Context: an optimization exercise on an open-source flow, tuned for small area, a short achievable clock period and few clock cycles per item. The choices shown serve that exercise and are no tape-out recipe.
The RTL was checked by simulation tests, not by an equivalence proof against the original design.

north:
==> module divider, before the edit <==
module divider #(MANT_BITS=23, EXP_BITS=8)(
	input wire clk,
	input wire reset_n,
	input wire input_valid,
	input logic [EXP_BITS+MANT_BITS:0] in_a,
	input logic [EXP_BITS+MANT_BITS:0] in_b,
	output logic [EXP_BITS+MANT_BITS:0] data_out,
	output logic output_valid
);
localparam int K  = 8;
localparam int NC = 24 / K;
localparam logic [2:0] S_IDLE = 3'd0, S_FAST = 3'd1, S_DONE = 3'd2, S_CLR = 3'd3,
                       S_SPC  = 3'd4, S_DIV  = 3'd5, S_QCLR = 3'd6;
logic [2:0]  st, st_n;
logic [1:0]  fc;                  
logic [24:0] R, R_n;              
logic [23:0] B;                   
logic [23:0] Q, Q_n;              
logic signed [9:0] X, X_n;        
logic [7:0]  ea_r, eb_r;
logic        s_r;
always_ff @(posedge clk) begin
	ea_r <= in_a[30:23];
	eb_r <= in_b[30:23];
	s_r  <= in_a[31] ^ in_b[31];
	B    <= {|in_b[30:23], in_b[22:0]};
end
wire [24:0] a_in = {1'b0, |in_a[30:23], in_a[22:0]};
logic [24:0] r [0:K];
logic [K-1:0] q;                  
always_comb begin
	r[0] = R;
	for (int i = 0; i < K; i++) begin
		logic [25:0] d;
		d = {1'b0, r[i]} - {2'b0, B};
		q[K-1-i] = ~d[25];
		r[i+1] = d[25] ? {r[i][23:0], 1'b0} : {d[23:0], 1'b0};
	end
end
wire [7:0] eap = (ea_r == 8'd0) ? 8'd1 : ea_r;
wire [7:0] ebp = (eb_r == 8'd0) ? 8'd1 : eb_r;
wire signed [9:0] ea_s = {2'b0, eap};
wire signed [9:0] eb_s = {2'b0, ebp};
wire signed [9:0] Ef = ea_s - eb_s + 10'sd127;
wire a_max = &ea_r;
wire b_max = &eb_r;
wire a_min = ~|ea_r;
wire b_min = ~|eb_r;
wire a_zero = a_min && (Q[22:0] == 23'd0);       
wire b_zero = b_min && (B == 24'd0);
wire inf_sp  = a_max || (!b_max && b_zero);
wire zero_sp = b_max || a_zero;
wire q_zero = (Q == 24'd0);
wire last   = (fc == 2'(NC-1));
wire q23    = Q[K*(NC-1)-1];
wire signed [9:0] Xfast = Ef - {9'd0, ~q23};
wire fast_ok = !a_max && !b_max && !a_min && !b_min && (Xfast[9:8] == 2'b00)
               && (Xfast[7:0] != 8'd0) && (Xfast[7:0] != 8'd255);
wire signed [9:0] Dx = X - Ef;
wire zf    = (Dx <= 10'sd0);      
wire feed  = (Dx >= 10'sd25);     
wire valid = (Dx <= 10'sd25);     
wire signed [9:0] Xm1 = X - 10'sd1;
wire start = input_valid && (st == S_IDLE || st == S_DONE);
always_comb begin
	st_n = st;
	R_n  = a_in;
	Q_n  = {Q[22:0], 1'b0};
	X_n  = Xfast;
	case (st)
		S_IDLE, S_DONE: begin
			st_n = start ? S_FAST : S_IDLE;
		end
		S_FAST: begin
			R_n = r[K];
			if (last && !q23) Q_n = {Q[22-K:0], q, 1'b0};
			else              Q_n = {Q[23-K:0], q};
			if (last) begin
				st_n = fast_ok ? S_DONE : S_CLR;
			end
		end
		S_CLR: begin
			R_n  = 25'd0;
			Q_n  = a_in[23:0];
			X_n  = Ef + 10'sd48;
			st_n = S_SPC;
		end
		S_SPC: begin
			R_n = 25'd0;
			Q_n = a_in[23:0];
			X_n = Ef + 10'sd48;
			if (inf_sp) begin
				X_n = 10'sd255; st_n = S_QCLR;
			end else if (zero_sp) begin
				X_n = 10'sd0; st_n = S_QCLR;
			end else
				st_n = S_DIV;
		end
		S_DIV: begin
			R_n = {r[1][24:1], feed & Q[23]};
			Q_n = {Q[22:0], q[K-1] & ~zf};
			X_n = Xm1;
			if (valid && Q[22]) begin
				if (Xm1 >= 10'sd256 || (Xm1 == 10'sd255 && Xm1 <= Ef)) begin
					X_n = 10'sd255; st_n = S_QCLR;
				end else st_n = S_DONE;
			end else if (X <= 10'sd2) begin
				X_n = 10'sd0; st_n = valid ? S_DONE : S_QCLR;
			end else if (zf && q_zero) begin
				X_n = 10'sd0; st_n = S_DONE;
			end
		end
		S_QCLR: begin
			X_n = X[0] ? 10'sd255 : 10'sd0;
			if (q_zero) st_n = S_DONE;
		end
		default: st_n = S_IDLE;
	endcase
end
always_ff @(posedge clk, negedge reset_n) begin
	if (!reset_n) begin
		st <= S_IDLE;
		output_valid <= 1'b0;
	end else begin
		st <= st_n;
		output_valid <= (st_n == S_DONE);
	end
end
always_ff @(posedge clk) begin
	fc <= (st == S_FAST) ? fc + 2'd1 : 2'd0;
	R <= R_n;
	Q <= Q_n;
	X <= X_n;
end
assign data_out = {s_r, X[7:0], Q[22:0]};
endmodule
Settings: LEC_CHECK=0, CAP_MARGIN=20, CORE_MARGIN=2, CORE_UTILIZATION=60, SLEW_MARGIN=20; clock period 160.0 ns.
standard.sh (not shown) runs the stock make flow with config.mk's settings and CLKGATE_MAP_FILE= SYNTH_SCRIPT=/design/flow/synth_recipe.tcl, a recipe that flattens the netlist after the stock synthesis.
==> flow/flow/run.sh <==
#!/bin/bash
cp standard.sh standard_sh.log
export BUFFER_PORTS_ARGS="-buffer_cell sky130_fd_sc_hd__buf_1"
bash standard.sh > standard.log 2>&1
The final layout from north, which completed every stage, passed the timing, DRC and antenna checks at the end of the flow.
Testbench counts of north, summed over its fixed seeds: cycles 12,800, items 3,200.
Changes in south relative to north:
--- a/flow/design.v
+++ b/flow/design.v
@@ -67,5 +67,5 @@
 	R_n  = a_in;
 	Q_n  = {Q[22:0], 1'b0};
-	X_n  = Xfast;
+	X_n  = X;
 	case (st)
 		S_IDLE, S_DONE: begin
@@ -78,4 +78,5 @@
 			if (last) begin
 				st_n = fast_ok ? S_DONE : S_CLR;
+				X_n  = Xfast;
 			end
 		end
@@ -89,5 +90,4 @@
 			R_n = 25'd0;
 			Q_n = a_in[23:0];
-			X_n = Ef + 10'sd48;
 			if (inf_sp) begin
 				X_n = 10'sd255; st_n = S_QCLR;
@@ -112,5 +112,4 @@
 		end
 		S_QCLR: begin
-			X_n = X[0] ? 10'sd255 : 10'sd0;
 			if (q_zero) st_n = S_DONE;
 		end
--- outcome ---
south went all the way through the flow, and no timing, DRC or antenna check failed.
Later-pin clock latency in the skew report: south higher than north
[compare] base=north new=south: routed wire length climbed about 6.5%, number of cells in the design after placement climbed 34.
north → south: worst setup slack after placement -0.14 ns, cell count after synthesis picked up an extra 18, fraction of the yosys area taken by sequential cells rose 0.19 points, total number of multi-input combinational cells now sits at about the same level.
The final reports for south and north show via count higher in the former.
south against north: vias per cell higher, cell count higher.
The area growth from synthesis to layout number comes out lower for north vs south.
Testbench counts of south, summed over its fixed seeds: cycles 12,800, items 3,200.

-- separate check: timing with driven ports --
How much do the figures lean on ideal ports? The routed layouts below were timed once more, with nothing changed but the port constraints. Step 1 (the two cells are an assumption about what drives the block):
set clk [get_ports {clk}]
set_driving_cell -lib_cell sky130_fd_sc_hd__clkbuf_16 $clk
set_driving_cell -lib_cell sky130_fd_sc_hd__buf_2 [delete_from_list [all_inputs] $clk]
Step 2 also shifts input and output timing later by t, the mid clock arrival at the registers, as if the neighbouring blocks saw the same clock. Three values: ideal, step 1, step 2; two values: the first two.
| run | shift t [ns] | setup slack, ns | clock arrival spread, ns | worst data-port slew with drivers (ns) |
|---|---|---|---|---|
| north | 0.394 | 126.933 / 126.887 / 126.806 | 0.015 / 0.014 | 0.04 |
| south | 0.416 | 126.899 / 126.850 / 126.663 | 0.018 / 0.018 | 0.08 |
After both steps every run listed still meets setup and hold. The setup slack of south, which loses most, moves by -0.049 ns with the drivers and by -0.236 ns with both steps.
